Context: an optimization exercise on an open-source flow, tuned for small area and a short achievable clock period. The choices shown serve that exercise and are no tape-out recipe.
Where RTL was checked, it was by simulation tests only, not by an equivalence proof against the original.

Design matrix_accelerator, start of the top module:
module matrix_accelerator(
    input  wire        clk,
    input  wire        rst,
    input  wire        load_weight,
    input  wire [31:0] activation_in,
    output wire [95:0] result_out
);
Size in the first run: ~4100 cells after synthesis, roughly 130 I/O pins, roughly 48000 µm² of cells after synthesis.
==> flow/config.mk <==
export PLATFORM = sky130hd
export DESIGN_NAME = matrix_accelerator
export DESIGN_NICKNAME = matrix_accelerator
export VERILOG_FILES = /design/flow/design.v
export SDC_FILE = /design/flow/constraint.sdc
export NUM_CORES = 4
export LEC_CHECK = 0
export CAP_MARGIN = 20
export CORE_MARGIN = 2
export CORE_UTILIZATION = 40
export SETUP_SLACK_MARGIN = 3.8
export SLEW_MARGIN = 20
export SYNTH_HIERARCHICAL = 1
export SYNTH_MINIMUM_KEEP_SIZE = 0
==> flow/constraint.sdc <==
create_clock -name core_clock -period 8.0 [get_ports {clk}]
set_input_delay 1.6000 -clock core_clock [delete_from_list [all_inputs] [get_ports {clk}]]
set_output_delay 1.6000 -clock core_clock [all_outputs]
set_load 0.01 [all_outputs]
run.sh (not shown) runs the stock make flow with config.mk's settings and CLKGATE_MAP_FILE= SYNTH_SCRIPT=/design/flow/synth_recipe.tcl, a recipe that flattens the netlist after the stock synthesis.
The first run finished with timing, DRC and antenna clean.
==> next run, changes <==
--- a/flow/config.mk
+++ b/flow/config.mk
@@ -11 +11 @@
-export SETUP_SLACK_MARGIN = 3.8
+export SETUP_SLACK_MARGIN = 3.5
=> Wire length goes down by 3.8%. Global-route usage goes down by 0.48 points. Clock-buffer cell count drops by 2. First-iteration DRC count rises by 2.2%. Final area goes down by 5.2%. Fmax shrinks by 0.88%.
==> next run, changes <==
--- a/flow/config.mk
+++ b/flow/config.mk
@@ -10,0 +11,2 @@
+export CTS_CLUSTER_DIAMETER = 120
+export CTS_CLUSTER_SIZE = 22
Effect: The new run ran to the end with no violations. Wire length fell slightly. Clock skew rises by 0.0050 ns. Global-route usage goes down by 0.37 points. Clock-buffer cell count came out lower by 40. Die area is unchanged. Worst setup slack improved by 0.018 ns. Final area goes down by a few percent.
Function was not checked in any run of this note: the RTL went through the layout flow alone.


== run 1 ==
Another version of the RTL of matrix_accelerator (not shown whole).
Size: ~130 I/O pins, ~52000 um2 of cells after synthesis.
Settings: LEC_CHECK=0, CAP_MARGIN=20, CORE_MARGIN=2, CORE_UTILIZATION=40, SETUP_SLACK_MARGIN=4.0, SLEW_MARGIN=20, SYNTH_HIERARCHICAL=1, SYNTH_MINIMUM_KEEP_SIZE=0; clock period 8.0 ns.
Run 1: full flow OK, the timing, design-rule and antenna checks passed
What run 2 does differently from run 1 at the input level:
Settings: removing SYNTH_MINIMUM_KEEP_SIZE (formerly 0); removing SYNTH_HIERARCHICAL (formerly 1); changing SETUP_SLACK_MARGIN from 4.0 to 3.0.
Notes after the runs:
Every run (run 2 and run 1) finished clean. Run 1 -> run 2: inverter count of the layout excluding clock inverters increased by more than 100%. Aggregate routed wire length on run 2 is ahead of run 1. Maximum achievable frequency delta (run 2 − run 1): unfavourable. Sort run 2 and run 1 by required time of the critical path desc -> top: run 2. The higher wire length per cell after detailed routing of run 2 and run 1 is in run 1. On routed metal-1 wire length, run 2 and run 1 are neck and neck. Comparing run 2 and run 1, the lower clock buffer count in the final layout is on run 1. Run 1 reports its worst setup path startpoint as activation_in[4] while run 2 reports skew_unit.d1_1[0].
### run 2 -> run 3
Settings: SYNTH_MINIMUM_KEEP_SIZE newly set to 0; SYNTH_HIERARCHICAL newly set to 1.
==> comparison <==
- Between run 2 and run 3, the sequential fraction of total cell area does not differ in any meaningful way.
- From run 2 to run 3 the numbers moved as follows: count of multi-input combinational gates shows an increase of about 3.7%, met1 usage moved down, post-route cell area has remained practically unchanged, floorplan die area grew by 2.0%, core outline area higher.
- DRC violation total after the first TritonRoute iteration: run 3 lower than run 2
- Run 3 gives less total of clock buffers placed in the layout than run 2 did.
- Routability congestion estimate from global placement (run 3 over run 2): decrease, 0.026
No functional check of the RTL was part of any run of this note.


== indigo ==
Another version of the RTL of matrix_accelerator (not shown whole).
clock: 8.0 ns
lec_check: 0
cap_margin: 20
core_margin: 2
core_utilization: 40
cts_buf_list: sky130_fd_sc_hd__clkbuf_8
cts_cluster_diameter: 100
cts_cluster_size: 14
setup_slack_margin: 3.5
slew_margin: 20
synth_hierarchical: 1
synth_minimum_keep_size: 0
standard.sh (not shown) runs the stock make flow with config.mk's settings and CLKGATE_MAP_FILE= SYNTH_SCRIPT=/design/flow/synth_recipe.tcl, a recipe that flattens the netlist after the stock synthesis.
==> flow/flow/run.sh <==
#!/bin/bash
# The standard layout (standard.sh), with plain buffers on the ports in place
# of the delay cells that buffer_ports picks by default. Every port still gets
# its own buffer. make's full output goes to standard.log in this folder.
set -euo pipefail
export BUFFER_PORTS_ARGS="-buffer_cell sky130_fd_sc_hd__buf_1"
bash standard.sh > standard.log 2>&1
indigo completed every stage of the flow, and the final layout passed the timing, design-rule and antenna checks.
What xenon does differently from indigo at the input level:
- a change of CTS_CLUSTER_SIZE from 14 to 22
- a deleted CTS_BUF_LIST that had been sky130_fd_sc_hd__clkbuf_8
- a change of CTS_CLUSTER_DIAMETER from 100 to 120
==> flow/run.sh (new file) <==
#!/bin/bash
# synth_recipe.tcl (not shown) runs the flow's synth.tcl, then flattens the netlist and writes it again
# the make line also repeats each setting of config.mk as NAME=value (left out here)
make -C /OpenROAD-flow-scripts/flow DESIGN_CONFIG=/design/flow/config.mk WORK_HOME=/design/flow/orfs CLKGATE_MAP_FILE= SYNTH_SCRIPT=/design/flow/synth_recipe.tcl finish
removed: flow/flow/run.sh
removed: flow/standard.sh
Results
Per the comparison of xenon with indigo, via count flat; area of all placed cells without fillers up 1100 um2; sequential share of layout area down 0.57 points; met2 wire length down 960 um.
Edits applied to the flow inputs when going from xenon to pepper:
==> flow/flow/run.sh (new file) <==
#!/bin/bash
# The standard layout (standard.sh), with plain buffers on the ports in place
# of the delay cells that buffer_ports picks by default. Every port still gets
# its own buffer. make's full output goes to standard.log in this folder.
set -euo pipefail
export BUFFER_PORTS_ARGS="-buffer_cell sky130_fd_sc_hd__buf_2"
bash standard.sh > standard.log 2>&1
==> flow/standard.sh (new file) <==
#!/bin/bash
# synth_recipe.tcl (not shown) runs the flow's synth.tcl, then flattens the netlist and writes it again
# the make line also repeats each setting of config.mk as NAME=value (left out here)
make -C /OpenROAD-flow-scripts/flow DESIGN_CONFIG=/design/flow/config.mk WORK_HOME=/design/flow/orfs CLKGATE_MAP_FILE= SYNTH_SCRIPT=/design/flow/synth_recipe.tcl "${@:-finish}"
removed: flow/run.sh
Compared with xenon, pepper shows wire length on met2 that has gone up slightly.
A topmost layer with routed signal wires of met4 is what xenon shows, while met5 belongs to pepper.
Delta (pepper minus xenon): initial antenna violation count went up; critical path depth in cells rose 2.
Part of the cycle the worst path needs ends up lower on pepper.
Across both runs, worst hold margin was higher for pepper than for xenon.
input port to flop as the type of the worst setup path was reported by xenon, and flop to flop by pepper.

[separate check: timing with driven ports]
The results above use ideal ports. As a check the final layouts listed here were re-extracted and re-timed, cells and wires unchanged. Step 1 (the two cells are an assumption about what drives the block):
set clk [get_ports {clk}]
set_driving_cell -lib_cell sky130_fd_sc_hd__clkbuf_16 $clk
set_driving_cell -lib_cell sky130_fd_sc_hd__buf_2 [delete_from_list [all_inputs] $clk]
Step 2, shift: input delay + t, output delay - t, t = (earliest + latest rising clock arrival at the registers) / 2. This alone moves slack from input paths to output paths. Slacks: ideal ports / drivers / drivers and shift; pairs: ideal ports / drivers.
run	t (ns)	setup slack, ns	latest minus earliest clock arrival (ns)	slew at the worst register clock pin (ns)
the first run of note 1	0.706	3.607 / 3.635 / 2.930	0.029 / 0.029	0.06 / 0.06
the second run of note 1	0.714	3.568 / 3.611 / 2.905	0.033 / 0.034	0.07 / 0.07
the third run of note 1	0.730	3.586 / 3.612 / 2.902	0.039 / 0.039	0.10 / 0.10
run 1	0.718	3.528 / 3.553 / 2.834	0.036 / 0.035	0.07 / 0.07
run 2	0.728	3.155 / 3.155 / 2.499	0.041 / 0.041	0.06 / 0.06
run 3	0.714	3.249 / 3.273 / 2.585	0.027 / 0.026	0.07 / 0.07
indigo	0.799	3.612 / 3.612 / 2.859	0.085 / 0.085	0.12 / 0.12
xenon	0.680	3.597 / 3.603 / 2.927	0.037 / 0.038	0.10 / 0.10
pepper	0.726	3.610 / 3.610 / 2.947	0.030 / 0.029	0.10 / 0.10
After both steps setup and hold are still met in every run listed. For indigo, which loses most, drivers alone change the setup slack by 0.000 ns; drivers and shift together by -0.753 ns.
